From an optimization exercise on the open Yosys and OpenROAD flow, aimed at a short achievable clock period and few clock cycles; shortcuts taken in it are not production practice.
In this exercise RTL edits were held to simulation tests only and were not proved equivalent to the original.

===== flow/standard.sh =====
#!/bin/bash
# synth_recipe.tcl (not shown) runs the flow's synth.tcl, then flattens the netlist and writes it again
# the make line also repeats each setting of config.mk as NAME=value (left out here)
make -C /OpenROAD-flow-scripts/flow DESIGN_CONFIG=/design/flow/config.mk WORK_HOME=/design/flow/orfs CLKGATE_MAP_FILE= SYNTH_SCRIPT=/design/flow/synth_recipe.tcl "${@:-finish}"

===== flow/flow/margin.txt =====
9

===== flow/constraint.sdc =====
create_clock -name core_clock -period 14.0 [get_ports {clk}]
set_input_delay 2.8000 -clock core_clock [delete_from_list [all_inputs] [get_ports {clk}]]
set_output_delay 2.8000 -clock core_clock [all_outputs]
set_load 0.01 [all_outputs]

===== flow/design.v =====
`timescale 1ns / 1ps
module xmega_alu2 (
	input [15:0] inst,
	input eq,		 
	input [15:0] rs1,
	input [15:0] rs2,
	input [7:0] sreg_in,
	input [15:0] mul_in,	 
	output reg [15:0] rd,
	output reg [7:0] sreg_out
);
localparam FC = 0, FZ = 1, FN = 2, FV = 3, FS = 4, FH = 5, FT = 6;
wire [7:0] a = rs1[7:0];
wire [7:0] b = rs2[7:0];
wire [7:0] k = {inst[11:8], inst[3:0]};
wire cin = sreg_in[FC];
wire i_2op  = (inst[15:14] == 2'b00);
wire i_cpc  = i_2op & (inst[13:10] == 4'b0001);
wire i_sbc  = i_2op & (inst[13:10] == 4'b0010);
wire i_add  = i_2op & (inst[13:10] == 4'b0011);
wire i_cp   = i_2op & (inst[13:10] == 4'b0101);
wire i_sub  = i_2op & (inst[13:10] == 4'b0110);
wire i_adc  = i_2op & (inst[13:10] == 4'b0111);
wire i_and  = i_2op & (inst[13:10] == 4'b1000);
wire i_eor  = i_2op & (inst[13:10] == 4'b1001);
wire i_or   = i_2op & (inst[13:10] == 4'b1010);
wire i_mov  = i_2op & (inst[13:10] == 4'b1011);
wire i_cpi  = (inst[15:12] == 4'b0011);
wire i_sbci = (inst[15:12] == 4'b0100);
wire i_subi = (inst[15:12] == 4'b0101);
wire i_ori  = (inst[15:12] == 4'b0110);
wire i_andi = (inst[15:12] == 4'b0111);
wire i_ldi  = (inst[15:12] == 4'b1110);
wire i_1op  = (inst[15:9] == 7'b1001010);
wire i_com  = i_1op & (inst[3:0] == 4'h0);
wire i_neg  = i_1op & (inst[3:0] == 4'h1);
wire i_swap = i_1op & (inst[3:0] == 4'h2);
wire i_inc  = i_1op & (inst[3:0] == 4'h3);
wire i_asr  = i_1op & (inst[3:0] == 4'h5);
wire i_lsr  = i_1op & (inst[3:0] == 4'h6);
wire i_ror  = i_1op & (inst[3:0] == 4'h7);
wire i_dec  = i_1op & (inst[3:0] == 4'hA);
wire i_sex  = (inst[15:8] == 8'b10010100) & (inst[3:0] == 4'b1000);
wire i_adiw = (inst[15:8] == 8'b10010110);
wire i_sbiw = (inst[15:8] == 8'b10010111);
wire i_bld  = (inst[15:9] == 7'b1111100) & ~inst[3];
wire i_bst  = (inst[15:9] == 7'b1111101) & ~inst[3];
wire i_movw = (inst[15:8] == 8'b00000001);
wire i_muls = (inst[15:8] == 8'b00000010);
wire i_mulsu = (inst[15:7] == 9'b000000110) & ~inst[3];
wire i_fmul  = (inst[15:7] == 9'b000000110) & inst[3];
wire i_fmuls = (inst[15:7] == 9'b000000111) & ~inst[3];
wire i_fmulsu = (inst[15:7] == 9'b000000111) & inst[3];
wire i_mul  = (inst[15:10] == 6'b100111);
wire s_rr  = i_sub | i_sbc | i_cp | i_cpc;		 
wire s_ri  = i_subi | i_sbci | i_cpi;			 
wire s_cin = i_sbc | i_cpc | i_sbci;			 
wire a_add = i_add | i_adc;
reg [7:0] ax, bx;
reg cx;
always @*
begin
	ax = a; bx = 8'h00; cx = 1'b0;
	if(a_add) begin bx = b; cx = i_adc & cin; end
	if(s_rr) begin bx = ~b; cx = s_cin ? ~cin : 1'b1; end
	if(s_ri) begin bx = ~k; cx = s_cin ? ~cin : 1'b1; end
	if(i_inc) begin bx = 8'h00; cx = 1'b1; end
	if(i_dec) begin bx = 8'hFF; cx = 1'b0; end
	if(i_neg) begin ax = 8'h00; bx = ~a; cx = 1'b1; end
end
wire [7:0] r;
wire co;
xmega_addc #(.N(8)) add8(.a(ax), .b(bx), .ci(cx), .s(r), .co(co));
wire [5:0] kw = {inst[7:6], inst[3:0]};
wire [16:0] w16 = i_sbiw ? ({1'b0, rs1} - {11'd0, kw}) : ({1'b0, rs1} + {11'd0, kw});
wire r0 = (r == 8'h00);
wire h_sub  = (~a[3] & b[3]) | (b[3] & r[3]) | (r[3] & ~a[3]);
wire h_subi = (~a[3] & inst[3]) | (inst[3] & r[3]) | (r[3] & ~a[3]);
wire v_add  = (a[7] & b[7] & ~r[7]) | (~a[7] & ~b[7] & r[7]);
wire v_sub  = (a[7] & ~b[7] & ~r[7]) | (~a[7] & b[7] & r[7]);
wire v_subi = (a[7] & ~inst[11] & ~r[7]) | (~a[1] & inst[11] & r[7]);
reg [7:0] lg;
always @*
begin
	lg = a & b;
	if(i_eor) lg = a ^ b;
	if(i_or) lg = a | b;
	if(i_ori) lg = a | k;
	if(i_andi) lg = a & k;
	if(i_com) lg = ~a;
end
wire lg0 = (lg == 8'h00);
reg [7:0] bl;
always @*
begin
	bl = a;
	bl[inst[2:0]] = sreg_in[FT];
end
wire [7:0] sh = {(i_asr ? a[7] : i_ror ? cin : 1'b0), a[7:1]};
wire sh0 = (sh == 8'h00);
always @*
begin
	sreg_out = sreg_in;
	rd = 16'h0000;
	if(a_add | s_rr | s_ri | i_inc | i_dec | i_neg)
	begin
		rd[7:0] = r;
		sreg_out[FN] = r[7];
		sreg_out[FZ] = ((i_sbc | i_cpc | i_sbci) ? sreg_in[FZ] : 1'b1) & r0;
		if(~i_inc & ~i_dec) sreg_out[FC] = (s_rr | s_ri | i_neg) ? ~co : co;
		if(i_inc) sreg_out[FC] = co;
		if(i_dec) sreg_out[FC] = ~co;
		if(s_rr)
		begin
			sreg_out[FH] = h_sub; sreg_out[FV] = v_sub; sreg_out[FS] = r[7] ^ v_sub;
		end
		if(s_ri)
		begin
			sreg_out[FH] = h_subi; sreg_out[FV] = v_subi; sreg_out[FS] = r[7] ^ v_subi;
		end
		if(a_add)
		begin
			if(eq)
			begin
				sreg_out[FH] = a[3]; sreg_out[FV] = r[7] ^ co; sreg_out[FS] = co;
			end
			else
			begin
				sreg_out[FH] = i_adc ? ((a[3] & b[3]) | (b[3] & r[3]) | (~r[3] & ~a[3]))
				                     : ((a[3] & b[3]) | (b[3] & ~r[3]) | (~r[3] & a[3]));
				sreg_out[FV] = v_add; sreg_out[FS] = r[7] ^ v_add;
			end
		end
		if(i_neg)
		begin
			sreg_out[FH] = r[3] ^ ~a[3];
			sreg_out[FV] = (r == 8'h80); sreg_out[FS] = r[7] ^ (r == 8'h80);
		end
		if(i_inc | i_dec)
		begin
			sreg_out[FV] = (r == 8'h7F); sreg_out[FS] = r[7] ^ (r == 8'h7F);
		end
	end
	if(i_and | i_eor | i_or | i_ori | i_andi | i_com)
	begin
		rd[7:0] = lg;
		if(i_com) sreg_out[FC] = 1'b1;
		sreg_out[FV] = 1'b0; sreg_out[FN] = lg[7]; sreg_out[FS] = lg[7]; sreg_out[FZ] = lg0;
	end
	if(i_asr | i_lsr | i_ror)
	begin
		rd[7:0] = sh;
		sreg_out[FC] = a[0];
		sreg_out[FZ] = sh0;
		if(i_asr)
		begin
			sreg_out[FV] = 1'b0; sreg_out[FN] = sh[7]; sreg_out[FS] = sh[7];
		end
		else
		begin
			sreg_out[FH] = a[3]; sreg_out[FN] = 1'b0; sreg_out[FV] = a[0]; sreg_out[FS] = a[0];
		end
	end
	if(i_swap) rd[7:0] = {a[3:0], a[7:4]};
	if(i_ldi) rd[7:0] = k;
	if(i_mov | i_movw) rd = rs2;
	if(i_bld) rd[7:0] = bl;
	if(i_bst) sreg_out[FT] = a[inst[2:0]];
	if(i_sex) sreg_out[inst[6:4]] = ~inst[7];
	if(i_adiw | i_sbiw)
	begin
		rd = w16[15:0];
		sreg_out[FC] = w16[16]; sreg_out[FV] = w16[16];
		sreg_out[FN] = w16[15]; sreg_out[FS] = w16[15] ^ w16[16];
		sreg_out[FZ] = (w16[15:0] == 16'h0000);
	end
	if(i_mul)
		rd = mul_in;
	if(i_muls)
		case({a[7], b[7]})
		2'b00: rd = mul_in;
		2'b10, 2'b01: rd = {~mul_in[15:8], mul_in[7:0]};
		default: rd = {1'b0, 7'h00 - mul_in[14:8], mul_in[7:0]};
		endcase
	if(i_mulsu)
		rd = {(a[7] ? ~mul_in[15:8] : mul_in[15:8]), mul_in[7:0]};
	if(i_fmul)
		rd = {mul_in[14:0], 1'b0};
	if(i_fmuls)
		case({a[7], b[7]})
		2'b00: rd = {mul_in[14:8], mul_in[7:0], 1'b0};
		2'b10, 2'b01: rd = {~mul_in[14:8], mul_in[7:0], 1'b0};
		default: rd = {7'h00 - mul_in[14:8], mul_in[7:0], 1'b0};
		endcase
	if(i_fmulsu)
		rd = {(a[7] ? ~mul_in[14:8] : mul_in[14:8]), mul_in[7:0], 1'b0};
	if(i_mul | i_muls | i_mulsu | i_fmul | i_fmuls | i_fmulsu)
	begin
		sreg_out[FC] = rd[15];
		sreg_out[FZ] = (rd == 16'h0000);
	end
end
endmodule
`timescale 1ns / 1ps
module xmega_dec (
	input [15:0] i,
	output c_2op_we,	 
	output c_2op,		 
	output c_imm_we,	 
	output c_1op,		 
	output c_1op_we,	 
	output c_bld,
	output c_we8,
	output c_movw,
	output c_mulf,		 
	output c_adiw,		 
	output c_ldp,		 
	output c_stp,
	output c_ldd,		 
	output c_std,
	output c_push,
	output c_pop,
	output c_lds,
	output c_sts,
	output c_lpmz,		 
	output c_lpm0,		 
	output c_rjmp,
	output c_rcall,
	output c_br,
	output c_jmp,
	output c_call,
	output c_ijmp,
	output c_icall,
	output c_ret,
	output c_cpse,
	output c_sbrx,		 
	output c_in,
	output c_out,
	output c_cbi,		 
	output c_2w,		 
	output [3:0] c_pidx	 
);
wire ptrm = ((i[3:2] == 2'b11) & (i[1:0] != 2'b11)) | (i[2:0] == 3'b001) | (i[2:0] == 3'b010);
assign c_2op_we = ((i[15:13] == 3'b000) & i[11]) | (i[15:12] == 4'b0010);
assign c_2op    = ((i[15:12] == 4'b0000) & (i[11:10] != 2'b00)) | (i[15:12] == 4'b0001) | (i[15:12] == 4'b0010);
assign c_imm_we = (i[15:14] == 2'b01) | (i[15:12] == 4'b1110);
assign c_1op    = (i[15:9] == 7'b1001010);
assign c_1op_we = c_1op & ((~i[3] & (i[2:0] != 3'b100)) | (i[3:0] == 4'b1010));
assign c_bld    = (i[15:9] == 7'b1111100) & ~i[3];
assign c_we8    = c_2op_we | c_imm_we | c_1op_we | c_bld;
assign c_movw   = (i[15:8] == 8'h01);
assign c_mulf   = (i[15:9] == 7'b0000001) | (i[15:10] == 6'b100111);
assign c_adiw   = (i[15:9] == 7'b1001011);
assign c_ldp    = (i[15:9] == 7'b1001000) & ptrm;
assign c_stp    = (i[15:9] == 7'b1001001) & ptrm;
assign c_ldd    = (i[15:14] == 2'b10) & ~i[12] & ~i[9];
assign c_std    = (i[15:14] == 2'b10) & ~i[12] & i[9];
assign c_push   = (i[15:9] == 7'b1001001) & (i[3:0] == 4'b1111);
assign c_pop    = (i[15:9] == 7'b1001000) & (i[3:0] == 4'b1111);
assign c_lds    = (i[15:9] == 7'b1001000) & (i[3:0] == 4'b0000);
assign c_sts    = (i[15:9] == 7'b1001001) & (i[3:0] == 4'b0000);
assign c_lpmz   = (i[15:9] == 7'b1001000) & (i[3:2] == 2'b01);
assign c_lpm0   = (i[15:5] == 11'b10010101110) & (i[3:0] == 4'b1000);
assign c_rjmp   = (i[15:12] == 4'b1100);
assign c_rcall  = (i[15:12] == 4'b1101);
assign c_br     = (i[15:11] == 5'b11110);
assign c_jmp    = (i[15:9] == 7'b1001010) & (i[3:1] == 3'b110);
assign c_call   = (i[15:9] == 7'b1001010) & (i[3:1] == 3'b111);
assign c_ijmp   = (i[15:5] == 11'b10010100000) & (i[3:0] == 4'b1001);
assign c_icall  = (i[15:5] == 11'b10010101000) & (i[3:0] == 4'b1001);
assign c_ret    = (i[15:5] == 11'b10010101000) & (i[3:0] == 4'b1000);
assign c_cpse   = (i[15:10] == 6'b000100);
assign c_sbrx   = (i[15:10] == 6'b111111) & ~i[3];
assign c_in     = (i[15:11] == 5'b10110);
assign c_out    = (i[15:11] == 5'b10111);
assign c_cbi    = (i[15:10] == 6'b100110) & ~i[8];
assign c_2w     = c_lds | c_sts | c_jmp | c_call;
assign c_pidx   = (c_ldp | c_stp) ? ((i[3:2] == 2'b11) ? 4'd13 : (i[3] ? 4'd14 : 4'd15)) :
                  (c_ldd | c_std) ? (i[3] ? 4'd14 : 4'd15) : 4'd15;
endmodule
module xmega_add #(parameter N = 10) (
	input [N-1:0] a,
	input [N-1:0] b,
	output [N-1:0] s
);
	wire [N-1:0] p0 = a ^ b;
	reg [N-1:0] g, p;
	integer d, k;
	always @*
	begin
		g = a & b;
		p = p0;
		for(d = 1; d < N; d = d * 2)
			for(k = N - 1; k >= d; k = k - 1)
			begin
				g[k] = g[k] | (p[k] & g[k-d]);
				p[k] = p[k] & p[k-d];
			end
	end
	assign s = p0 ^ {g[N-2:0], 1'b0};
endmodule
module xmega_addc #(parameter N = 8) (
	input [N-1:0] a,
	input [N-1:0] b,
	input ci,
	output [N-1:0] s,
	output co
);
	wire [N-1:0] p0 = a ^ b;
	reg [N:0] g, p;
	integer d, k;
	always @*
	begin
		g = {a & b, ci};
		p = {p0, 1'b0};
		for(d = 1; d <= N; d = d * 2)
			for(k = N; k >= d; k = k - 1)
			begin
				g[k] = g[k] | (p[k] & g[k-d]);
				p[k] = p[k] & p[k-d];
			end
	end
	assign s = p0 ^ g[N-1:0];
	assign co = g[N];
endmodule
`timescale 1ns / 1ps
module xmega #(
	parameter PLATFORM = "XILINX",
	parameter  [10 - 1:0]CORE_TYPE = 10'b0111111111,
	parameter ROM_ADDR_WIDTH = 10,
	parameter RAM_ADDR_WIDTH = 14,
	parameter WATCHDOG_CNT_WIDTH = 0,
	parameter VECTOR_INT_TABLE_SIZE = 0
	)(
	input rst,
	input clk,
	output reg[ROM_ADDR_WIDTH - 1:0]pgm_addr,
	input [15:0]pgm_data,
	output reg [RAM_ADDR_WIDTH - 1:0]data_addr,
	output reg [7:0]data_out,
	output reg data_write,
	input [7:0]data_in,
	output reg data_read,
	output reg [5:0]io_addr,
	output reg [7:0]io_out,
	output reg io_write,
	input [7:0]io_in,
	output reg io_read
    );
localparam AW = ROM_ADDR_WIDTH;
localparam DW = RAM_ADDR_WIDTH;
reg [AW-1:0] pa;	 
reg [AW-1:0] pa1;	 
reg [AW-1:0] ea;	 
reg first;		 
reg rsync;		 
reg rv;
reg [15:0] ri;
reg [AW-1:0] rpc1;	 
reg [AW-1:0] rtgt;	 
reg [4:0] ra, rb, wa;
reg [31:0] ra_oh, rb_oh;
reg [15:0] ra_ph, rb_ph;
reg r_dredir;		 
reg [15:0] rw2;		 
reg rw2v;
reg xv;
reg [15:0] xi;
reg [2:0] xs;
reg [AW-1:0] xpc1, xtgt, xret;
reg [4:0] xwa;
reg xeq;		 
reg [15:0] xw2;
reg [7:0] opA_lo, opA_hi, opB_lo, opB_hi;
reg xioset;		 
reg [7:0] SREG;
reg [DW-1:0] SP;
reg [15:0] mul_p;
reg [7:0] ret_hi, ret_lo;
reg [AW-1:0] ras0, ras1;	 
reg lpm_sel;
reg [4:0] lpm_rd;
reg m_rdreq;		 
reg m_v;		 
reg [4:0] m_r;
reg w_v;		 
reg [4:0] w_r;
reg w_pgm;		 
reg w_hi;
reg [7:0] R [0:31];
wire [15:0] w = pgm_data;
wire d_2op_we, d_2op, d_imm_we, d_1op, d_1op_we, d_bld, d_we8, d_movw, d_mulf, d_adiw, d_ldp, d_stp, d_ldd, d_std,
     d_push, d_pop, d_lds, d_sts, d_lpmz, d_lpm0, d_rjmp, d_rcall, d_br, d_jmp, d_call, d_ijmp, d_icall, d_ret,
     d_cpse, d_sbrx, d_in, d_out, d_cbi, d_2w;
wire [3:0] d_pidx;
xmega_dec dec_d(.i(w), .c_2op_we(d_2op_we), .c_2op(d_2op), .c_imm_we(d_imm_we), .c_1op(d_1op), .c_1op_we(d_1op_we),
	.c_bld(d_bld), .c_we8(d_we8), .c_movw(d_movw), .c_mulf(d_mulf), .c_adiw(d_adiw), .c_ldp(d_ldp), .c_stp(d_stp),
	.c_ldd(d_ldd), .c_std(d_std), .c_push(d_push), .c_pop(d_pop), .c_lds(d_lds), .c_sts(d_sts), .c_lpmz(d_lpmz),
	.c_lpm0(d_lpm0), .c_rjmp(d_rjmp), .c_rcall(d_rcall), .c_br(d_br), .c_jmp(d_jmp), .c_call(d_call), .c_ijmp(d_ijmp),
	.c_icall(d_icall), .c_ret(d_ret), .c_cpse(d_cpse), .c_sbrx(d_sbrx), .c_in(d_in), .c_out(d_out), .c_cbi(d_cbi),
	.c_2w(d_2w), .c_pidx(d_pidx));
wire r_2op_we, r_2op, r_imm_we, r_1op, r_1op_we, r_bld, r_we8, r_movw, r_mulf, r_adiw, r_ldp, r_stp, r_ldd, r_std,
     r_push, r_pop, r_lds, r_sts, r_lpmz, r_lpm0, r_rjmp, r_rcall, r_br, r_jmp, r_call, r_ijmp, r_icall, r_ret,
     r_cpse, r_sbrx, r_in, r_out, r_cbi, r_2w;
wire [3:0] r_pidx;
xmega_dec dec_r(.i(ri), .c_2op_we(r_2op_we), .c_2op(r_2op), .c_imm_we(r_imm_we), .c_1op(r_1op), .c_1op_we(r_1op_we),
	.c_bld(r_bld), .c_we8(r_we8), .c_movw(r_movw), .c_mulf(r_mulf), .c_adiw(r_adiw), .c_ldp(r_ldp), .c_stp(r_stp),
	.c_ldd(r_ldd), .c_std(r_std), .c_push(r_push), .c_pop(r_pop), .c_lds(r_lds), .c_sts(r_sts), .c_lpmz(r_lpmz),
	.c_lpm0(r_lpm0), .c_rjmp(r_rjmp), .c_rcall(r_rcall), .c_br(r_br), .c_jmp(r_jmp), .c_call(r_call), .c_ijmp(r_ijmp),
	.c_icall(r_icall), .c_ret(r_ret), .c_cpse(r_cpse), .c_sbrx(r_sbrx), .c_in(r_in), .c_out(r_out), .c_cbi(r_cbi),
	.c_2w(r_2w), .c_pidx(r_pidx));
wire x_2op_we, x_2op, x_imm_we, x_1op, x_1op_we, x_bld, x_we8, x_movw, x_mulf, x_adiw, x_ldp, x_stp, x_ldd, x_std,
     x_push, x_pop, x_lds, x_sts, x_lpmz, x_lpm0, x_rjmp, x_rcall, x_br, x_jmp, x_call, x_ijmp, x_icall, x_ret,
     x_cpse, x_sbrx, x_in, x_out, x_cbi, x_2w;
wire [3:0] x_pidx;
xmega_dec dec_x(.i(xi), .c_2op_we(x_2op_we), .c_2op(x_2op), .c_imm_we(x_imm_we), .c_1op(x_1op), .c_1op_we(x_1op_we),
	.c_bld(x_bld), .c_we8(x_we8), .c_movw(x_movw), .c_mulf(x_mulf), .c_adiw(x_adiw), .c_ldp(x_ldp), .c_stp(x_stp),
	.c_ldd(x_ldd), .c_std(x_std), .c_push(x_push), .c_pop(x_pop), .c_lds(x_lds), .c_sts(x_sts), .c_lpmz(x_lpmz),
	.c_lpm0(x_lpm0), .c_rjmp(x_rjmp), .c_rcall(x_rcall), .c_br(x_br), .c_jmp(x_jmp), .c_call(x_call), .c_ijmp(x_ijmp),
	.c_icall(x_icall), .c_ret(x_ret), .c_cpse(x_cpse), .c_sbrx(x_sbrx), .c_in(x_in), .c_out(x_out), .c_cbi(x_cbi),
	.c_2w(x_2w), .c_pidx(x_pidx));
wire d_muls  = (w[15:8] == 8'b00000010);
wire d_mulsu = (w[15:8] == 8'b00000011);
wire d_imm   = (w[15:12] == 4'b0011) | d_imm_we;
wire d_redir = d_rjmp | d_rcall | (d_br & w[9]) | d_ret;
wire d_ptr   = d_ldp | d_stp | d_ldd | d_std | d_lpmz | d_lpm0 | d_ijmp | d_icall;
wire [AW-1:0] tgt_br, tgt_rj;
xmega_add #(.N(AW)) add_br(.a(pa1), .b({{(AW-6){w[9]}}, w[8:3]}), .s(tgt_br));
xmega_add #(.N(AW)) add_rj(.a(pa1), .b(w[AW-1:0]), .s(tgt_rj));
wire [AW-1:0] dtgt = d_ret ? ras0 : d_br ? tgt_br : tgt_rj;
reg [4:0] d_ra, d_rb, d_wa;
always @*
begin
	d_ra = w[8:4];
	d_rb = {w[9], w[3:0]};
	d_wa = w[8:4];
	if(d_imm) begin d_ra = {1'b1, w[7:4]}; d_wa = {1'b1, w[7:4]}; end
	if(d_muls) begin d_ra = {1'b1, w[7:4]}; d_rb = {1'b1, w[3:0]}; end
	if(d_mulsu) begin d_ra = {2'b10, w[6:4]}; d_rb = {2'b10, w[2:0]}; end
	if(d_movw) begin d_rb = {w[3:0], 1'b0}; d_wa = {w[7:4], 1'b0}; end
	if(d_adiw) begin d_ra = {2'b11, w[5:4], 1'b0}; d_wa = {2'b11, w[5:4], 1'b0}; end
	if(d_ptr) d_rb = {d_pidx, 1'b0};
	if(d_mulf | d_lpm0) d_wa = 5'd0;
end
wire [5:0] x_ioa = {xi[10:9], xi[3:0]};
wire [2:0] x_lastst = x_ret ? 3'd4 :
                      (x_mulf | x_rcall | x_icall | x_call | x_lpmz | x_lpm0 | ((x_in | x_cbi) & ~xioset)) ? 3'd1 : 3'd0;
wire x_last = (xs == x_lastst);
wire xacc = ~xv | x_last;
wire [15:0] ptr = {opB_hi, opB_lo};
wire [15:0] ptr_inc = ptr + 16'd1;
wire [15:0] ptr_dec = ptr - 16'd1;
wire [15:0] ptr_q = ptr + {10'd0, xi[13], xi[11:10], xi[2:0]};
wire [DW-1:0] SP_inc = SP + 1'b1;
wire [DW-1:0] SP_dec = SP - 1'b1;
wire [15:0] alu_rd;
wire [7:0] sreg_out;
xmega_alu2 xmega_alu_inst(
	.inst(xi),
	.eq(xeq),
	.rs1({opA_hi, opA_lo}),
	.rs2({opB_hi, opB_lo}),
	.sreg_in(SREG),
	.mul_in(mul_p),
	.rd(alu_rd),
	.sreg_out(sreg_out)
);
wire [7:0] in_val = (x_ioa == 6'h3F) ? SREG :
                    (x_ioa == 6'h3D) ? SP[7:0] :
                    (x_ioa == 6'h3E) ? {{(16-DW){1'b0}}, SP[DW-1:8]} : io_in;
reg [7:0] cbi_val;
always @*
begin
	cbi_val = io_in;
	cbi_val[xi[2:0]] = xi[9];
end
reg x8_we, x16_we;
reg [4:0] x8_a;
reg [3:0] x16_p;
reg [7:0] x8_d;
reg [15:0] x16_d;
always @*
begin
	x8_we = 1'b0; x16_we = 1'b0;
	x8_a = xwa; x16_p = xwa[4:1];
	x8_d = alu_rd[7:0]; x16_d = alu_rd;
	if(xv)
	begin
		if(x_we8) x8_we = 1'b1;
		if(x_in & x_last) begin x8_we = 1'b1; x8_d = in_val; end
		if(x_movw | x_adiw | (x_mulf & xs == 3'd1)) x16_we = 1'b1;
		if((x_ldp | x_stp) & (xi[1:0] == 2'b01 | xi[1:0] == 2'b10))
		begin
			x16_we = 1'b1; x16_p = x_pidx;
			x16_d = xi[0] ? ptr_inc : ptr_dec;
		end
		if(x_lpmz & xi[0] & xs == 3'd0)
		begin
			x16_we = 1'b1; x16_p = 4'd15; x16_d = ptr_inc;
		end
	end
end
wire [7:0] w_d = w_pgm ? (w_hi ? pgm_data[15:8] : pgm_data[7:0]) : data_in;
wire br_taken = (SREG[xi[2:0]] == ~xi[10]);
wire skip_cond = x_cpse ? (opA_lo == opB_lo) : (opA_lo[xi[2:0]] == xi[9]);
wire skip = xv & (x_cpse | x_sbrx) & skip_cond;
wire squash = skip & rv & ~r_2w & ~r_dredir;	 
wire xr_skip = skip & ~squash;			 
wire xr_br = xv & x_br & (xi[9] ? ~br_taken : br_taken);
wire xr_z  = xv & (x_ijmp | (x_icall & (xs == 3'd0)));
wire [AW-1:0] ret_pc = {ret_hi[AW-9:0], ret_lo};
wire xr_ret = xv & x_ret & (xs == 3'd4) & (ret_pc != xtgt);
wire xredir = xr_br | xr_z | xr_ret | xr_skip;
wire [AW-1:0] xpc2 = xpc1 + 1'b1;
wire [AW-1:0] xtarget = xr_skip ? xpc2 :
                        xr_br ? (xi[9] ? xpc1 : xtgt) :
                        xr_z ? ptr[AW-1:0] : ret_pc;
reg [7:0] fA_lo, fA_hi, fB_lo, fB_hi;
integer k;
always @*
begin
	fA_lo = 8'h00; fA_hi = 8'h00; fB_lo = 8'h00; fB_hi = 8'h00;
	for(k = 0; k < 32; k = k + 1)
	begin
		fA_lo = fA_lo | ({8{ra_oh[k]}} & R[k]);
		fB_lo = fB_lo | ({8{rb_oh[k]}} & R[k]);
	end
	for(k = 0; k < 16; k = k + 1)
	begin
		fA_hi = fA_hi | ({8{ra_ph[k]}} & R[2*k+1]);
		fB_hi = fB_hi | ({8{rb_ph[k]}} & R[2*k+1]);
	end
end
wire [4:0] ra_h = {ra[4:1], 1'b1};
wire [4:0] rb_h = {rb[4:1], 1'b1};
wire [7:0] rA_lo = (x8_we && x8_a == ra) ? x8_d : (x16_we && x16_p == ra[4:1]) ? (ra[0] ? x16_d[15:8] : x16_d[7:0]) :
                   (w_v && w_r == ra) ? w_d : fA_lo;
wire [7:0] rA_hi = (x8_we && x8_a == ra_h) ? x8_d : (x16_we && x16_p == ra[4:1]) ? x16_d[15:8] :
                   (w_v && w_r == ra_h) ? w_d : fA_hi;
wire [7:0] rB_lo = (x8_we && x8_a == rb) ? x8_d : (x16_we && x16_p == rb[4:1]) ? (rb[0] ? x16_d[15:8] : x16_d[7:0]) :
                   (w_v && w_r == rb) ? w_d : fB_lo;
wire [7:0] rB_hi = (x8_we && x8_a == rb_h) ? x8_d : (x16_we && x16_p == rb[4:1]) ? x16_d[15:8] :
                   (w_v && w_r == rb_h) ? w_d : fB_hi;
wire r_ptr = r_ldp | r_stp | r_ldd | r_std | r_lpmz | r_lpm0 | r_ijmp | r_icall;
wire r_rause = ~(r_rjmp | r_rcall | r_br | r_jmp | r_call | r_ijmp | r_icall | r_ret |
                 r_lpm0 | r_movw | r_cbi | (ri == 16'h0000) | (r_1op & ri[3] & (ri[3:0] != 4'b1010)));
wire r_rbuse = r_2op | r_mulf;
wire r_rbpair = r_movw | r_ptr;
wire r_wapair = r_movw | r_mulf;
wire x_ldnow = xv & (x_ldp | x_ldd | x_lds | x_pop);
wire x_lpm1 = xv & (x_lpmz | x_lpm0) & (xs == 3'd1);
wire [4:0] x_ldrd = xi[8:4];
wire rhaz = (x_ldnow & ((r_rause & ((x_ldrd) == ra)) | (r_adiw & ((x_ldrd) >> 1 == ra[4:1])) | (r_rbuse & ((x_ldrd) == rb)) | (r_rbpair & ((x_ldrd) >> 1 == rb[4:1])) | (r_wapair & ((x_ldrd) >> 1 == wa[4:1])) | (r_lpm0 & ((x_ldrd) == 5'd0)))) | (x_lpm1 & ((r_rause & ((lpm_rd) == ra)) | (r_adiw & ((lpm_rd) >> 1 == ra[4:1])) | (r_rbuse & ((lpm_rd) == rb)) | (r_rbpair & ((lpm_rd) >> 1 == rb[4:1])) | (r_wapair & ((lpm_rd) >> 1 == wa[4:1])) | (r_lpm0 & ((lpm_rd) == 5'd0)))) | (m_v & ((r_rause & ((m_r) == ra)) | (r_adiw & ((m_r) >> 1 == ra[4:1])) | (r_rbuse & ((m_r) == rb)) | (r_rbpair & ((m_r) >> 1 == rb[4:1])) | (r_wapair & ((m_r) >> 1 == wa[4:1])) | (r_lpm0 & ((m_r) == 5'd0))));
wire r_needw2 = rv & r_2w & ~rw2v;
wire rgo = rv & ~rhaz & ~r_needw2;
wire xen = rgo & xacc;			 
wire xcons = xen & ~skip & ~xredir;	 
wire r_jc = r_jmp | r_call;
wire pvalid = rsync | ~first;
wire dv0 = pvalid & (pa == ea);
wire ren = dv0 & ~r_needw2 & (~rv | (xacc & ~rhaz));	 
wire dcons = ren & ~xredir;				 
wire w2cap = dv0 & r_needw2 & ~xredir;
wire [AW-1:0] fa = pgm_addr;
wire [AW-1:0] fa_inc = fa + 1'b1;
wire lpm_fetch = xv & (x_lpmz | x_lpm0) & (xs == 3'd0);
reg [AW-1:0] ea_n;
reg eq_n;
always @*
begin
	if(xredir) begin ea_n = xtarget; eq_n = 1'b0; end
	else if(dcons) begin ea_n = d_redir ? dtgt : pa1; eq_n = (fa == pa1); end
	else if(w2cap) begin ea_n = r_jc ? w[AW-1:0] : pa1; eq_n = (fa == pa1); end
	else begin ea_n = ea; eq_n = (fa == ea); end
end
wire r_n1 = ~(r_mulf | r_rcall | r_icall | r_call | r_lpmz | r_lpm0 | r_ret);
wire [2:0] xs_n = xs + 3'd1;
wire x_free_n = xcons ? r_n1 : (~xv | x_last | (xs_n == x_lastst));
wire r_valid_n = dcons | (rv & ~xcons & ~squash & ~xredir);
wire r_w2_n = (dcons & d_2w) | (r_needw2 & ~w2cap & ~xredir);
wire acc_pred = r_w2_n | ~r_valid_n | x_free_n;
always @(posedge clk)
	rsync <= rst;
integer i;
always @(posedge clk)
begin
	for(i = 0; i < 32; i = i + 1)
	begin
		if(w_v && w_r == i) R[i] <= w_d;
		else if(x8_we && x8_a == i) R[i] <= x8_d;
		else if(x16_we && x16_p == i[4:1]) R[i] <= i[0] ? x16_d[15:8] : x16_d[7:0];
	end
end
wire io_conflict = xv & ((x_out & (x_ioa[5:3] != 3'b111)) | x_cbi);
wire r_iobus = r_cbi | (r_ioa[5:3] != 3'b111);
wire [5:0] r_ioa = r_in ? {ri[10:9], ri[3:0]} : {1'b0, ri[7:3]};
always @(posedge clk or posedge rst)
begin
	if(rst)
	begin
		pgm_addr <= {AW{1'b0}};
		pa <= {AW{1'b0}};
		pa1 <= {{(AW-1){1'b0}}, 1'b1};
		ea <= {AW{1'b0}};
		first <= 1'b1;
		rv <= 1'b0;
		ri <= 16'h0000;
		rpc1 <= {AW{1'b0}};
		rtgt <= {AW{1'b0}};
		ra <= 5'd0; rb <= 5'd0; wa <= 5'd0;
		ra_oh <= 32'd1; rb_oh <= 32'd1; ra_ph <= 16'd1; rb_ph <= 16'd1;
		r_dredir <= 1'b0;
		rw2 <= 16'h0000;
		rw2v <= 1'b0;
		xv <= 1'b0;
		xi <= 16'h0000;
		xs <= 3'd0;
		ras0 <= {AW{1'b0}}; ras1 <= {AW{1'b0}};
		ret_lo <= 8'h00;
		xpc1 <= {AW{1'b0}};
		xtgt <= {AW{1'b0}};
		xret <= {AW{1'b0}};
		xwa <= 5'd0;
		xeq <= 1'b0;
		xw2 <= 16'h0000;
		opA_lo <= 8'h00; opA_hi <= 8'h00; opB_lo <= 8'h00; opB_hi <= 8'h00;
		xioset <= 1'b0;
		SREG <= 8'h00;
		SP <= {DW{1'b0}};
		mul_p <= 16'h0000;
		ret_hi <= 8'h00;
		lpm_sel <= 1'b0;
		lpm_rd <= 5'd0;
		m_rdreq <= 1'b0; m_v <= 1'b0; m_r <= 5'd0;
		w_v <= 1'b0; w_r <= 5'd0; w_pgm <= 1'b0; w_hi <= 1'b0;
		data_addr <= {DW{1'b0}};
		data_out <= 8'h00;
		data_write <= 1'b0;
		data_read <= 1'b0;
		io_addr <= 6'h00;
		io_out <= 8'h00;
		io_write <= 1'b0;
		io_read <= 1'b0;
	end
	else
	begin
		first <= 1'b0;
		ea <= ea_n;
		if(lpm_fetch) pgm_addr <= ptr[AW:1];
		else if(xredir) pgm_addr <= xtarget;
		else if(dcons & d_redir) pgm_addr <= dtgt;
		else if(w2cap & r_jc) pgm_addr <= w[AW-1:0];
		else if(eq_n & acc_pred) pgm_addr <= fa_inc;
		else pgm_addr <= ea_n;
		pa <= pgm_addr;
		pa1 <= fa_inc;
		data_write <= 1'b0;
		m_rdreq <= 1'b0;
		m_v <= 1'b0;
		data_read <= m_rdreq;
		w_v <= m_v;
		w_r <= m_r;
		w_pgm <= 1'b0;
		io_write <= 1'b0;
		io_read <= 1'b0;
		if(xv)
		begin
			xs <= x_last ? 3'd0 : xs + 3'd1;
			if(x_last)
			begin
				SREG <= sreg_out;
				if(x_out && x_ioa == 6'h3F) SREG <= opA_lo;
			end
			if(x_out)
			begin
				if(x_ioa == 6'h3D) SP[7:0] <= opA_lo;
				if(x_ioa == 6'h3E) SP[DW-1:8] <= opA_lo[DW-9:0];
				if(x_ioa[5:3] != 3'b111)
				begin
					io_addr <= x_ioa;
					io_out <= opA_lo;
					io_write <= 1'b1;
				end
			end
			if((x_in | x_cbi) & ~xioset & (xs == 3'd0))
			begin
				io_addr <= x_in ? x_ioa : {1'b0, xi[7:3]};
				io_read <= x_cbi | (x_ioa[5:3] != 3'b111);
			end
			if(x_cbi & x_last)
			begin
				io_out <= cbi_val;
				io_write <= 1'b1;
			end
			if(x_mulf & (xs == 3'd0))
				mul_p <= opA_lo * opB_lo;
			if(x_push)
			begin
				data_addr <= SP; data_out <= opA_lo; data_write <= 1'b1; SP <= SP_dec;
			end
			if(x_pop)
			begin
				data_addr <= SP_inc; SP <= SP_inc;
				m_rdreq <= 1'b1; m_v <= 1'b1; m_r <= xi[8:4];
			end
			if(x_ldp | x_ldd | x_lds)
			begin
				data_addr <= x_lds ? xw2[DW-1:0] : x_ldd ? ptr_q[DW-1:0] : (xi[1:0] == 2'b10) ? ptr_dec[DW-1:0] : ptr[DW-1:0];
				m_rdreq <= 1'b1; m_v <= 1'b1; m_r <= xi[8:4];
			end
			if(x_stp | x_std | x_sts)
			begin
				data_addr <= x_sts ? xw2[DW-1:0] : x_std ? ptr_q[DW-1:0] : (xi[1:0] == 2'b10) ? ptr_dec[DW-1:0] : ptr[DW-1:0];
				data_out <= opA_lo;
				data_write <= 1'b1;
			end
			if(x_rcall | x_icall | x_call)
			begin
				data_addr <= SP; SP <= SP_dec; data_write <= 1'b1;
				if(xs == 3'd0)
				begin
					data_out <= xret[7:0];
					ras0 <= xret; ras1 <= ras0;
				end
				else
					data_out <= {{(16-AW){1'b0}}, xret[AW-1:8]};
			end
			if(x_ret)
			begin
				if(xs[2:1] == 2'b00)
				begin
					data_addr <= SP_inc; SP <= SP_inc; m_rdreq <= 1'b1;
				end
				if(xs == 3'd0) ras0 <= ras1;
				if(xs == 3'd2) ret_hi <= data_in;
				if(xs == 3'd3) ret_lo <= data_in;
			end
			if(x_lpmz | x_lpm0)
			begin
				if(xs == 3'd0)
				begin
					lpm_sel <= ptr[0];
					lpm_rd <= x_lpm0 ? 5'd0 : xi[8:4];
				end
				else
				begin
					w_v <= 1'b1; w_r <= lpm_rd; w_pgm <= 1'b1; w_hi <= lpm_sel;
				end
			end
		end
		if(xen)
		begin
			xv <= xcons;
			xi <= ri;
			xs <= 3'd0;
			xpc1 <= rpc1;
			xtgt <= rtgt;
			xret <= r_call ? rpc1 + 1'b1 : rpc1;
			xwa <= wa;
			xeq <= (ra == rb);
			xw2 <= rw2;
			opA_lo <= rA_lo; opA_hi <= rA_hi;
			opB_lo <= rB_lo; opB_hi <= rB_hi;
			xioset <= 1'b0;
			if((r_in | r_cbi) & ~(io_conflict & r_iobus))
				xioset <= 1'b1;
			if((r_in | r_cbi) & r_iobus & ~io_conflict)
			begin
				io_addr <= r_ioa;
				io_read <= 1'b1;
			end
		end
		else if(xacc)
			xv <= 1'b0;
		if(w2cap)
		begin
			rw2 <= w;
			rw2v <= 1'b1;
		end
		if(ren)
		begin
			rv <= dcons;
			ri <= w;
			rpc1 <= pa1;
			rtgt <= dtgt;
			ra <= d_ra; rb <= d_rb; wa <= d_wa;
			ra_oh <= 32'd1 << d_ra; rb_oh <= 32'd1 << d_rb;
			ra_ph <= 16'd1 << d_ra[4:1]; rb_ph <= 16'd1 << d_rb[4:1];
			r_dredir <= d_redir;
			rw2v <= 1'b0;
		end
		else if(xcons | squash | xredir)
		begin
			rv <= 1'b0;
			rw2v <= 1'b0;
		end
	end
end
endmodule

===== flow/config.mk =====
export PLATFORM = sky130hd
export DESIGN_NAME = xmega
export DESIGN_NICKNAME = xmega
export VERILOG_FILES = /design/flow/design.v
export SDC_FILE = /design/flow/constraint.sdc
export NUM_CORES = 4
export LEC_CHECK = 0
export CAP_MARGIN = 30
export CORE_MARGIN = 2
export CORE_UTILIZATION = 30
export SLEW_MARGIN = 30

===== flow/flow/run.sh =====
#!/bin/bash
# Standard layout (the standard.sh: ORFS synthesis through finish) with a larger
# setup-slack margin for ORFS's timing repair, so that repair keeps improving paths
# that already meet the design's clock period. The SDC and every other setting are
# the standard ones. Each tool's output is in orfs/logs/; make's output in flow_make.log.
set -uo pipefail
MARGIN=$(cat flow/margin.txt 2>/dev/null || echo 8)
bash standard.sh SETUP_SLACK_MARGIN=$MARGIN finish > flow_make.log 2>&1
rc=$?
tail -50 flow_make.log
exit $rc

==> impl_metrics.yaml, run 1 <==
cells_and_area:
  multiInputGateArea_mm2: 0.0327
  stdcell_area_mm2: 0.0608
  final_util_pct: 34.5
  num-fill-cells: 18148
  seq_area_mm2: 0.0187
  syn_to_final_growth_pct: 14.1
  drive_above_1_share_pct: 11.9
  nNetsFinal: 6474
synth:
  synth_ff_type: "dfrtp_1"
  synth.distinct_cells: 120
  synth_top_area_share_pct: 20.2
  syn_inst: 6441
  ys_top_cells_by_area: "dfrtp_1, edfxtp_1, nand2_1"
  yosysSeqAreaShare_pct: 35.0
  postSynthAreaPerCell_um2: 8.27
  syn-cell-area_mm2: 0.0533
  synth_warnings: 5
  yosysTopAreaCell: "dfrtp_1"
  synth_seq_cells: 694
  async_flop_share_pct: 63.0
  syn-num-nets: 6649
  synth_enable_flop_cells: 256
floorplanning:
  fp.dieH_um: 425
  die_w_um: 425
  row_count: 154
  die_area_mm2: 0.181
  start_util_pct: 30.2
  core-area_mm2: 0.176
  io_pins: 84
detailed_routing:
  antenna_left: 0
  vias: 56893
  routed_wl_mm: 297
  drc_errors: 0
  dr.pass1.iters: 10
  first_iter_violations: 9169
  via_per_inst: 6.55
  wl_per_cell_um: 34.2
flow_run:
  drv_cap: 0
global_routing:
  grt_first_pass_wirelength_mm: 407
  grt_usage_pct: 31.4
  antenna_found_initial: 27
  grt_pass1_vias: 51923
  overflow: 0
  grt_start_max_net_pins: 163
sta:
  rsz0062_at_grt: "true"
  min_period_over_period_pct: 36.1
  relSlewSlack_pct: 16.2
  finalCriticalPeriod_ns: 5.05
  finalHoldWorstSlack_ns: 0.346
  clock_skew_ns: 0.0566
  tns_ns: 0
  timing.fmax_ghz: 0.198
  tightest_slew_ns: 1.26
  setup_viol: 0
  final-hold-violation-count: 0
  maxSlewViolCount: 0
clock_tree:
  clock-sinks: 694
  clockRootBuffer: "clkbuf_16"
  clk_pin_slew_ns: 0.06
  h-tree-depth: 3
  clockBufferDepth: 3
  tritoncts: "done"
  numCtsBuffers: 82
  clk_latency_ns: 0.75
place:
  placed_cell_area_mm2: 0.0563
  dp_hpwl_mm: 212
  port_buffers: 83
  place.gp.congestion: 1.12
worst_setup_path:
  cp-startpoint: "xi[9]"
  timing.rr.start: "xi[9]"
  cp.arrival_ns: 5.42
  cp_max_fo: 33
  critPathLaunchType: "flop"
  crit_type: "reg -> reg"
  end_kind: "flop"
  cp.required_ns: 14.37
hold_path:
  hold_path_startpoint: "m_rdreq"
  hp-class: "reg -> reg"
status:
  status: "timing/DRC/antenna clean"
-- stage by stage --
stage,setup WS (ns),instances
after global placement,7.40,8450
after floorplan,5.30,6441
after global routing,8.78,8676
after CTS,8.95,8640
after detailed placement,7.35,8454
final,8.95,8685
-- worst max-delay path, cell delays in order (launching register included) --
cell and delay [ns]:
dfrtp_1 0.51, buf_12 0.28, nor2b_1 0.46, nand3_1 0.46, o21ai_2 0.43, nand3_1 0.25, a31oi_1 0.75, a31oi_1 0.45
nor2_1 0.57, nor2_1 0.11, nand2_2 0.39
-- final cells by class --
type	instances	area share, %
multi-input combinational	5010	53.8
sequential	694	30.7
tap	2340	4.82
timing repair buffer	317	4.81
clock buffer	115	4.06
inverter	161	1.11
clock inverter	37	0.628
antenna	11	0.0453
-- routing by layer --
metal / global-route usage, % / share of wire [%] / up-vias
met3: 11.0 / 14 / 1141
met4: 20.0 / 8.3 / 25
li1: - / - / 23417
met1: 40.4 / 38 / 27683
met5: 1.03 / 0.14 / -
met2: 44.1 / 40 / 4627
-- path summary, 6_finish.rpt --
kind	endpoint	slack, ns	cells past startpoint
hold / removal	data_read	0.35	0
min in group asynchronous	pgm_addr[5]	2.59	2
max in group asynchronous	ra_oh[28]	9.44	4
setup / recovery	R[26][7]	8.95	10
hold reg to reg	data_read	0.35	0
setup reg to reg	R[26][7]	8.95	10
-- synth_stat cells (34+ instances only) --
cell type	count
o31ai_1	54
o21ai_1	42
nand4_1	102
a31oi_1	63
a21o_1	34
ha_1	133
fa_1	41
dfrtp_1	431
o22ai_1	54
nand2_1	942
nand3_1	154
buf_1	36
nor2b_1	38
nor4_1	58
xor2_1	112
and3_1	53
a21oi_1	391
nor3_1	114
o211ai_1	97
nand2b_1	44
a211oi_1	70
xnor2_1	112
o21ai_0	583
nor2_1	493
edfxtp_1	256
mux2i_1	230
a22oi_1	224
a221oi_1	111
or3_1	69
clkbuf_1	436
mux2_2	68
a22o_1	133
inv_1	146
buf_2	69
-- registers in the layout (all words and copies together), names as in the netlist, 14 cells and up --
register,cells
ri,16
ra_oh,32
SP,14
mul_p,16
rb_ph,16
xw2,14
rw2,14
R,256
rb_oh,32
xi,16
data_addr,14
ra_ph,16
-- logic make-up (layout without fill, tap and decap cells) --
family	after synthesis	count (layout)	synth area share, %
adder cells (fa/ha/maj)	177	177	4.72
AO/OA/AOI/OAI	2091	2092	25.7
buffers and inverters	739	630	5.70
other	1	12	0.00704
XOR/XNOR	224	224	3.68
multiplexers	303	303	5.95
flip-flops	694	694	35.0
AND/OR/NAND/NOR	2212	2213	19.2
-- what timing repair did --
item                                    CTS  global route
hold endpoints to repair                  0             0
resized for setup                       188           129
gates cloned                              3             4
endpoints found under the setup margin  590           576
hold buffers                              0             0
buffers inserted                         31            28
pin swaps                                19            17
-- layout by cell type, fill, tap and decap left out, drive strengths merged, types with 120 or more instances in the layout --
cell | synthesis | final
nand2 | 942 | 943
o21ai | 629 | 629
nor2 | 496 | 496
dfrtp | 431 | 431
a21oi | 392 | 392
edfxtp | 256 | 256
mux2i | 230 | 230
buf | 141 | 230
a22oi | 226 | 226
nand3 | 154 | 154
inv | 151 | 150
a22o | 133 | 133
ha | 133 | 133
clkbuf | 437 | 123
nor3 | 120 | 120
Testbench counts, summed over its fixed seeds: cycles 113,243.
==> run 2: changes to the inputs <==
--- a/flow/design.v
+++ b/flow/design.v
@@ -354,6 +354,10 @@
 reg [AW-1:0] ea;	 
 reg first;		 
 reg rsync;		 
+reg pa_pred;		 
+reg [3:0] bv;
+reg [AW-1:0] btag0, btag1, btag2, btag3, btgt0, btgt1, btgt2, btgt3;
+reg [1:0] bptr;
 reg rv;
 reg [15:0] ri;
 reg [AW-1:0] rpc1;	 
@@ -564,12 +568,17 @@
 wire [AW-1:0] fa = pgm_addr;
 wire [AW-1:0] fa_inc = fa + 1'b1;
 wire lpm_fetch = xv & (x_lpmz | x_lpm0) & (xs == 3'd0);
+wire [3:0] bhit = bv & {btag3 == fa, btag2 == fa, btag1 == fa, btag0 == fa};
+wire btb_hit = |bhit;
+wire [AW-1:0] btb_t = ({AW{bhit[0]}} & btgt0) | ({AW{bhit[1]}} & btgt1) | ({AW{bhit[2]}} & btgt2) | ({AW{bhit[3]}} & btgt3);
+wire d_jump = dcons & d_redir & ~pa_pred;	 
+wire btb_ins = d_jump & ~d_ret;
 reg [AW-1:0] ea_n;
 reg eq_n;
 always @*
 begin
 	if(xredir) begin ea_n = xtarget; eq_n = 1'b0; end
-	else if(dcons) begin ea_n = d_redir ? dtgt : pa1; eq_n = (fa == pa1); end
+	else if(dcons) begin ea_n = d_redir ? dtgt : pa1; eq_n = d_redir ? pa_pred : (fa == pa1); end
 	else if(w2cap) begin ea_n = r_jc ? w[AW-1:0] : pa1; eq_n = (fa == pa1); end
 	else begin ea_n = ea; eq_n = (fa == ea); end
 end
@@ -599,6 +608,10 @@
 	if(rst)
 	begin
 		pgm_addr <= {AW{1'b0}};
+		pa_pred <= 1'b0;
+		bv <= 4'd0; bptr <= 2'd0;
+		btag0 <= {AW{1'b0}}; btag1 <= {AW{1'b0}}; btag2 <= {AW{1'b0}}; btag3 <= {AW{1'b0}};
+		btgt0 <= {AW{1'b0}}; btgt1 <= {AW{1'b0}}; btgt2 <= {AW{1'b0}}; btgt3 <= {AW{1'b0}};
 		pa <= {AW{1'b0}};
 		pa1 <= {{(AW-1){1'b0}}, 1'b1};
 		ea <= {AW{1'b0}};
@@ -646,12 +659,28 @@
 	begin
 		first <= 1'b0;
 		ea <= ea_n;
+		pa_pred <= 1'b0;
 		if(lpm_fetch) pgm_addr <= ptr[AW:1];
 		else if(xredir) pgm_addr <= xtarget;
-		else if(dcons & d_redir) pgm_addr <= dtgt;
+		else if(d_jump) pgm_addr <= dtgt;
 		else if(w2cap & r_jc) pgm_addr <= w[AW-1:0];
-		else if(eq_n & acc_pred) pgm_addr <= fa_inc;
+		else if(eq_n & acc_pred)
+		begin
+			pgm_addr <= btb_hit ? btb_t : fa_inc;
+			pa_pred <= btb_hit;
+		end
 		else pgm_addr <= ea_n;
+		if(btb_ins)
+		begin
+			bv[bptr] <= 1'b1;
+			bptr <= bptr + 2'd1;
+			case(bptr)
+			2'd0: begin btag0 <= pa; btgt0 <= dtgt; end
+			2'd1: begin btag1 <= pa; btgt1 <= dtgt; end
+			2'd2: begin btag2 <= pa; btgt2 <= dtgt; end
+			default: begin btag3 <= pa; btgt3 <= dtgt; end
+			endcase
+		end
 		pa <= pgm_addr;
 		pa1 <= fa_inc;
 		data_write <= 1'b0;
==> flow/flow/margin.txt (replaced) <==
10
==> impl_metrics.yaml, run 2 <==
worst_setup_path:
  critPathBufInv: 4
  cp_slowest_cell: "a221o_1"
  crit_top_cell: "a21oi_2"
  cp_max_fo: 31
  crit_family: "compound AO/OA/AOI/OAI gates"
  slowest_delay_ns: 0.39
  critPathLaunchType: "flop"
  cp.arrival_ns: 5.31
  cp.required_ns: 14.50
  crit_chain: "buf_6, clkinv_4, nand3_1, nor3_2, ha_1, mux2i_1, ha_1, o21ai_1, nand2b_1, a21oi_2, a21oi_2, xor2_2, a221o_1, a211oi_4, nor2_4, a21o_4, buf_12, buf_16, mux2_4, nor2_4, a21oi_2"
  end_kind: "flop"
  crit_type: "reg -> reg"
sta:
  min_period_over_period_pct: 34.4
  rsz0062_at_grt: "true"
  maxSlewViolCount: 0
  finalCriticalPeriod_ns: 4.81
  final-hold-violation-count: 0
  tightest_slew_ns: 1.20
  timing.fmax_ghz: 0.208
  setup_viol: 0
  tns_ns: 0
  clock_skew_ns: 0.0647
  fin_ws_ns: 9.19
  relSlewSlack_pct: 19.4
synth:
  postSynthAreaPerCell_um2: 8.55
  synth_commonest_cells: "nand2_1, o21ai_0, clkbuf_1, dfrtp_1, nor2_1"
  synth_top_area_share_pct: 22.8
  yosysTopAreaCell: "dfrtp_1"
  ys_top_cells_by_area: "dfrtp_1, edfxtp_1, nand2_1"
  syn-num-nets: 6871
  async_flop_share_pct: 67.1
  synth_seq_cells: 781
  synth_warnings: 5
  synth.distinct_cells: 106
  synth_enable_flop_cells: 256
  syn_inst: 6657
  synth_most_common_cell: "nand2_1"
  yosysSeqAreaShare_pct: 36.6
  syn-cell-area_mm2: 0.0569
  synth_ff_type: "dfrtp_1"
clock_tree:
  clockRootBuffer: "clkbuf_16"
  clk_latency_ns: 0.81
  cts_hold_buf: 0
  h-tree-depth: 3
  clockBufferDepth: 3
  numCtsBuffers: 92
  clock-sinks: 781
  clk_pin_slew_ns: 0.07
  tritoncts: "done"
cells_and_area:
  mostFrequentLayoutCells: "nand2_1, buf_4, dfrtp_1"
  top_regs: "R x256, ra_oh x32, rb_oh x32"
  seq_area_mm2: 0.0209
  layout_commonest_cell: "nand2_1"
  syn_to_final_growth_pct: 43.5
  drive_above_1_share_pct: 32.9
  largest_reg_flops: 256
  multiInputGateArea_mm2: 0.0397
  nNetsFinal: 7529
  num-fill-cells: 17817
  largest-register: "R"
detailed_routing:
  antenna_left: 0
  dr.pass1.iters: 9
  vias: 65880
  drc_errors: 0
  wl_per_cell_um: 38.8
  first_iter_violations: 10600
  routed_wl_mm: 384
  via_per_inst: 6.66
flow_run:
  drv_cap: 0
floorplanning:
  die_w_um: 440
  die_area_mm2: 0.193
  start_util_pct: 30.2
  fp.dieH_um: 440
  io_pins: 84
  row_count: 159
  core-area_mm2: 0.188
global_routing:
  grt_first_pass_wirelength_mm: 501
  overflow: 0
  grt_pass1_vias: 59773
  grt_usage_pct: 37.0
  grt_start_max_net_pins: 118
  antenna_found_initial: 24
place:
  place.gp.congestion: 1.09
  pre_cts_ws_ns: 6.32
  dp_hpwl_mm: 235
  port_buffers: 83
status:
  status: "timing/DRC/antenna clean"
hold_path:
  hp-class: "reg -> reg"
[run 2: path summary, 6_finish.rpt]
check	from	to	slack, ns	depth (start not counted)
worst max-delay path	xi[2]	R[28][7]	9.19	21
worst min-delay path	m_rdreq	data_read	0.36	0
worst max register to register	xi[2]	R[28][7]	9.19	21
worst min register to register	m_rdreq	data_read	0.36	0
max in group asynchronous	rst	rb_ph[0]	10.16	4
min in group asynchronous	rst	btgt0[8]	2.62	2
[run 2: what timing repair did]
action	in CTS	in global routing
gates cloned	107	44
endpoints found under the hold margin	0	0
endpoints found under the setup margin	1176	1096
gates resized for setup	1651	752
setup buffers	527	183
pin swaps	351	314
[run 2: cell families after synthesis]
logic type      share of synthesized area (%)
simple gates                             17.6
compound gates                           23.7
flops                                    36.6
buf+inv                                  5.10
mux                                      8.21
xor+xnor                                 4.20
fa+ha+maj                                4.55
other cells                           0.00659
[run 2: layout make-up]
cell class              count  share of cell area, %
diodes                     13                 0.0398
clock inverters            48                  0.870
well taps                2495                   3.82
inverters                 146                  0.817
repair buffers           1130                   17.1
repair inverters            1                0.00613
flip-flops and latches    781                   25.6
clock buffers             122                   3.17
multi-input cells        5163                   48.6
[run 2: per-layer routing]
layer	share of wire, %	track usage, %
met1	38	47.6
met2	40	51.0
met3	15	15.8
met4	7.9	22.1
met5	0.21	0.844
[run 2: metrics by stage]
| step | hold WS, ns | std cells | utilization [%] | cell area, um^2 |
|---|---|---|---|---|
| finish | 0.365 | 9899 | 43.4 | 81600 |
| global route | 0.385 | 9889 | 43.4 | 81600 |
| CTS | 0.365 | 9658 | 40.4 | 76100 |
| detailed placement | 0.350 | 8854 | 32.3 | 60800 |
| global placement | 0.333 | 8851 | 32.2 | 60700 |
| floorplan | 0.331 | 6657 | - | 57400 |
Testbench counts of run 2, summed over its fixed seeds: cycles 108,977.
==> run 3: changes to the inputs <==
--- a/flow/design.v
+++ b/flow/design.v
@@ -377,6 +377,12 @@
 reg [15:0] xw2;
 reg [7:0] opA_lo, opA_hi, opB_lo, opB_hi;
 reg xioset;		 
+reg xw8, xw8_in, xw16, xwstep;
+reg [31:0] xw8_oh;
+reg [3:0] xw16_p;
+reg [15:0] xw16_oh;
+reg [1:0] xw16_sel;	 
+reg [31:0] m_oh, w_oh;
 reg [7:0] SREG;
 reg [DW-1:0] SP;
 reg [15:0] mul_p;
@@ -478,32 +484,13 @@
 	cbi_val = io_in;
 	cbi_val[xi[2:0]] = xi[9];
 end
-reg x8_we, x16_we;
-reg [4:0] x8_a;
-reg [3:0] x16_p;
-reg [7:0] x8_d;
-reg [15:0] x16_d;
-always @*
-begin
-	x8_we = 1'b0; x16_we = 1'b0;
-	x8_a = xwa; x16_p = xwa[4:1];
-	x8_d = alu_rd[7:0]; x16_d = alu_rd;
-	if(xv)
-	begin
-		if(x_we8) x8_we = 1'b1;
-		if(x_in & x_last) begin x8_we = 1'b1; x8_d = in_val; end
-		if(x_movw | x_adiw | (x_mulf & xs == 3'd1)) x16_we = 1'b1;
-		if((x_ldp | x_stp) & (xi[1:0] == 2'b01 | xi[1:0] == 2'b10))
-		begin
-			x16_we = 1'b1; x16_p = x_pidx;
-			x16_d = xi[0] ? ptr_inc : ptr_dec;
-		end
-		if(x_lpmz & xi[0] & xs == 3'd0)
-		begin
-			x16_we = 1'b1; x16_p = 4'd15; x16_d = ptr_inc;
-		end
-	end
-end
+wire wstep_ok = xv & (xs == {2'b00, xwstep});
+wire x8_we = wstep_ok & xw8;
+wire x16_we = wstep_ok & xw16;
+wire [4:0] x8_a = xwa;
+wire [3:0] x16_p = xw16_p;
+wire [7:0] x8_d = xw8_in ? in_val : alu_rd[7:0];
+wire [15:0] x16_d = xw16_sel[0] ? ptr_inc : xw16_sel[1] ? ptr_dec : alu_rd;
 wire [7:0] w_d = w_pgm ? (w_hi ? pgm_data[15:8] : pgm_data[7:0]) : data_in;
 wire br_taken = (SREG[xi[2:0]] == ~xi[10]);
 wire skip_cond = x_cpse ? (opA_lo == opB_lo) : (opA_lo[xi[2:0]] == xi[9]);
@@ -595,13 +582,17 @@
 begin
 	for(i = 0; i < 32; i = i + 1)
 	begin
-		if(w_v && w_r == i) R[i] <= w_d;
-		else if(x8_we && x8_a == i) R[i] <= x8_d;
-		else if(x16_we && x16_p == i[4:1]) R[i] <= i[0] ? x16_d[15:8] : x16_d[7:0];
+		if(w_v && w_oh[i]) R[i] <= w_d;
+		else if(x8_we && xw8_oh[i]) R[i] <= x8_d;
+		else if(x16_we && xw16_oh[i/2]) R[i] <= i[0] ? x16_d[15:8] : x16_d[7:0];
 	end
 end
 wire io_conflict = xv & ((x_out & (x_ioa[5:3] != 3'b111)) | x_cbi);
 wire r_iobus = r_cbi | (r_ioa[5:3] != 3'b111);
+wire r_ioset = (r_in | r_cbi) & ~(io_conflict & r_iobus);
+wire r_ptrupd = (r_ldp | r_stp) & (ri[1:0] == 2'b01 | ri[1:0] == 2'b10);
+wire r_xw16 = r_movw | r_adiw | r_mulf | r_ptrupd | (r_lpmz & ri[0]);
+wire [3:0] r_xw16_p = (r_ldp | r_stp) ? r_pidx : r_lpmz ? 4'd15 : wa[4:1];
 wire [5:0] r_ioa = r_in ? {ri[10:9], ri[3:0]} : {1'b0, ri[7:3]};
 always @(posedge clk or posedge rst)
 begin
@@ -638,6 +629,9 @@
 		xw2 <= 16'h0000;
 		opA_lo <= 8'h00; opA_hi <= 8'h00; opB_lo <= 8'h00; opB_hi <= 8'h00;
 		xioset <= 1'b0;
+		xw8 <= 1'b0; xw8_in <= 1'b0; xw16 <= 1'b0; xwstep <= 1'b0;
+		xw8_oh <= 32'd0; xw16_p <= 4'd0; xw16_oh <= 16'd0; xw16_sel <= 2'd0;
+		m_oh <= 32'd0; w_oh <= 32'd0;
 		SREG <= 8'h00;
 		SP <= {DW{1'b0}};
 		mul_p <= 16'h0000;
@@ -689,6 +683,7 @@
 		data_read <= m_rdreq;
 		w_v <= m_v;
 		w_r <= m_r;
+		w_oh <= m_oh;
 		w_pgm <= 1'b0;
 		io_write <= 1'b0;
 		io_read <= 1'b0;
@@ -730,12 +725,12 @@
 			if(x_pop)
 			begin
 				data_addr <= SP_inc; SP <= SP_inc;
-				m_rdreq <= 1'b1; m_v <= 1'b1; m_r <= xi[8:4];
+				m_rdreq <= 1'b1; m_v <= 1'b1; m_r <= xi[8:4]; m_oh <= 32'd1 << xi[8:4];
 			end
 			if(x_ldp | x_ldd | x_lds)
 			begin
 				data_addr <= x_lds ? xw2[DW-1:0] : x_ldd ? ptr_q[DW-1:0] : (xi[1:0] == 2'b10) ? ptr_dec[DW-1:0] : ptr[DW-1:0];
-				m_rdreq <= 1'b1; m_v <= 1'b1; m_r <= xi[8:4];
+				m_rdreq <= 1'b1; m_v <= 1'b1; m_r <= xi[8:4]; m_oh <= 32'd1 << xi[8:4];
 			end
 			if(x_stp | x_std | x_sts)
 			begin
@@ -773,7 +768,7 @@
 				end
 				else
 				begin
-					w_v <= 1'b1; w_r <= lpm_rd; w_pgm <= 1'b1; w_hi <= lpm_sel;
+					w_v <= 1'b1; w_r <= lpm_rd; w_oh <= 32'd1 << lpm_rd; w_pgm <= 1'b1; w_hi <= lpm_sel;
 				end
 			end
 		end
@@ -790,9 +785,15 @@
 			xw2 <= rw2;
 			opA_lo <= rA_lo; opA_hi <= rA_hi;
 			opB_lo <= rB_lo; opB_hi <= rB_hi;
-			xioset <= 1'b0;
-			if((r_in | r_cbi) & ~(io_conflict & r_iobus))
-				xioset <= 1'b1;
+			xioset <= r_ioset;
+			xw8 <= r_we8 | r_in;
+			xw8_in <= r_in;
+			xw8_oh <= (r_we8 | r_in) ? (32'd1 << wa) : 32'd0;
+			xw16 <= r_xw16;
+			xw16_p <= r_xw16_p;
+			xw16_oh <= r_xw16 ? (16'd1 << r_xw16_p) : 16'd0;
+			xw16_sel <= r_ptrupd ? (ri[0] ? 2'd1 : 2'd2) : (r_lpmz & ri[0]) ? 2'd1 : 2'd0;
+			xwstep <= r_mulf | (r_in & ~r_ioset);
 			if((r_in | r_cbi) & r_iobus & ~io_conflict)
 			begin
 				io_addr <= r_ioa;
==> flow/flow/margin.txt (replaced) <==
11
==> impl_metrics.yaml, run 3 <==
floorplanning:
  start_util_pct: 30.2
  die_w_um: 459
  die_area_mm2: 0.211
  core-area_mm2: 0.205
worst_setup_path:
  crit_type: "reg -> reg"
  cp.arrival_ns: 5.71
  end_kind: "flop"
  cp.required_ns: 14.73
global_routing:
  grt_usage_pct: 36.1
  antenna_found_initial: 30
  overflow: 0
  grt_pass1_vias: 65381
synth:
  synth_seq_cells: 903
  syn-cell-area_mm2: 0.0621
  syn-num-nets: 7466
  synth_ff_type: "dfrtp_1"
  async_flop_share_pct: 71.5
  syn_inst: 7248
  yosysSeqAreaShare_pct: 38.5
  yosysTopAreaCell: "dfrtp_1"
  synth_warnings: 5
  ys_top_cells_by_area: "dfrtp_1, edfxtp_1, nand2_1"
  postSynthAreaPerCell_um2: 8.56
sta:
  clock_skew_ns: 0.0846
  finalCriticalPeriod_ns: 4.98
  rsz0062_at_grt: "true"
  relSlewSlack_pct: 16.6
  timing.fmax_ghz: 0.201
clock_tree:
  tritoncts: "done"
  clk_latency_ns: 0.85
cells_and_area:
  multiInputGateArea_mm2: 0.0434
  largest_reg_flops: 256
  final_util_pct: 44.5
  syn_to_final_growth_pct: 47.1
  nNetsFinal: 8172
place:
  port_buffers: 83
  place.gp.congestion: 1.07
  dp_hpwl_mm: 243
  post-place-cells: 9534
hold_path:
  hold_path_depth: 0
  hp-class: "reg -> reg"
  hold_path_startpoint: "m_rdreq"
detailed_routing:
  via_per_inst: 6.78
  dr.pass1.iters: 11
  first_iter_violations: 12663
status:
  status: "timing/DRC/antenna clean"
-- run 3: changes by cell type in the layout (fill, tap and decap cells not counted), sizes merged, moves of 23 or more --
cell | before | now
buf | 1065 | 1145
a31oi | 31 | 65
dfrtp | 518 | 640
clkbuf | 154 | 180
nor2 | 486 | 587
mux2i | 248 | 163
nand2 | 915 | 1094
o31ai | 74 | 181
inv | 130 | 158
or2 | 14 | 37
-- run 3: timing repair --
action	4_1_cts	5_1_grt
setup endpoints to repair	1829	1129
gates cloned	156	43
pin swaps	549	440
gates resized for setup	2112	910
buffers inserted	569	229
-- run 3: area by class of cell --
type / count / share of cell area, %
clock inverter: 49 / 0.854
sequential: 903 / 26.3
multi-input combinational: 5562 / 47.5
clock buffer: 154 / 3.38
timing repair inverter: 2 / 0.0137
inverter: 169 / 0.762
timing repair buffer: 1208 / 17.5
antenna: 17 / 0.0466
tap: 2688 / 3.68
-- run 3: per-layer routing --
metal / vias to the layer above / routed length (um) / global-route usage [%]
met5: - / 694 / 0.574
met4: 37 / 41300 / 25.6
met3: 2128 / 63700 / 15.4
met2: 6695 / 160000 / 49.8
met1: 35738 / 146000 / 44.7
li1: 28278 / - / -
-- run 3: cell families after synthesis --
group           share of synthesized area [%]
compound gates                           24.1
xor+xnor                                 4.12
fa+ha+maj                                4.24
buf+inv                                  5.09
flops                                    38.5
mux                                      6.15
other cells                           0.00604
simple gates                             17.8
-- run 3: worst max-delay path by stage --
| stage | end | cells after the start | from | slack (ns) |
|---|---|---|---|---|
| CTS | R[19][6] | 21 | xi[11] | 9.23 |
| global route | SREG[1] | 19 | xi[9] | 9.01 |
| floorplan | SP[0] | 1 | rst | 2.38 |
| global placement | ras0[6] | 5 | rst | 7.48 |
| detailed placement | ras0[6] | 5 | rst | 7.31 |
| finish | opB_lo[2] | 22 | xi[13] | 9.02 |
-- run 3: per-stage QoR --
stage,worst slack (ns),instance area [um^2],hold WS [ns]
after floorplan,2.38,62700,0.331
final,9.02,91300,0.361
after global placement,7.48,65600,0.345
after detailed placement,7.31,65700,0.340
after CTS,9.23,84600,0.363
after global routing,9.01,91300,0.373
-- run 3: critical path, delay by kind of cell, from the launching register on --
| family | cells | cell delay (ns) |
|---|---|---|
| AO/OA/AOI/OAI | 11 | 2.24 |
| AND/OR/NAND/NOR | 5 | 1.01 |
| buffers and inverters | 5 | 0.79 |
| flip-flops | 1 | 0.42 |
| adder cells (fa/ha/maj) | 1 | 0.38 |
Testbench counts of run 3, summed over its fixed seeds: cycles 108,977.

-- re-timing with driven ports --
No port has a modelled driver above. Below, the same layouts with a new extraction and two added sets of constraints. Step 1 assumes that a clkbuf_16 drives the clock port and a buf_2 every other input. Step 2 also shifts input and output timing later by t, the mid clock arrival at the registers, as if the neighbouring blocks saw the same clock. a / b / c = ideal ports / drivers / drivers and shift; a / b = the first two.
run | t, ns | slack for setup (ns) | latest minus earliest clock arrival (ns)
run 1 | 0.816 | 8.947 / 8.947 / 8.311 | 0.056 / 0.057
run 2 | 0.857 | 9.191 / 9.191 / 8.524 | 0.066 / 0.067
run 3 | 0.895 | 9.021 / 9.021 / 8.367 | 0.089 / 0.089
After both steps every run listed still meets setup and hold. The setup slack of run 2, which loses most, moves by 0.000 ns with the drivers and by -0.667 ns with both steps.
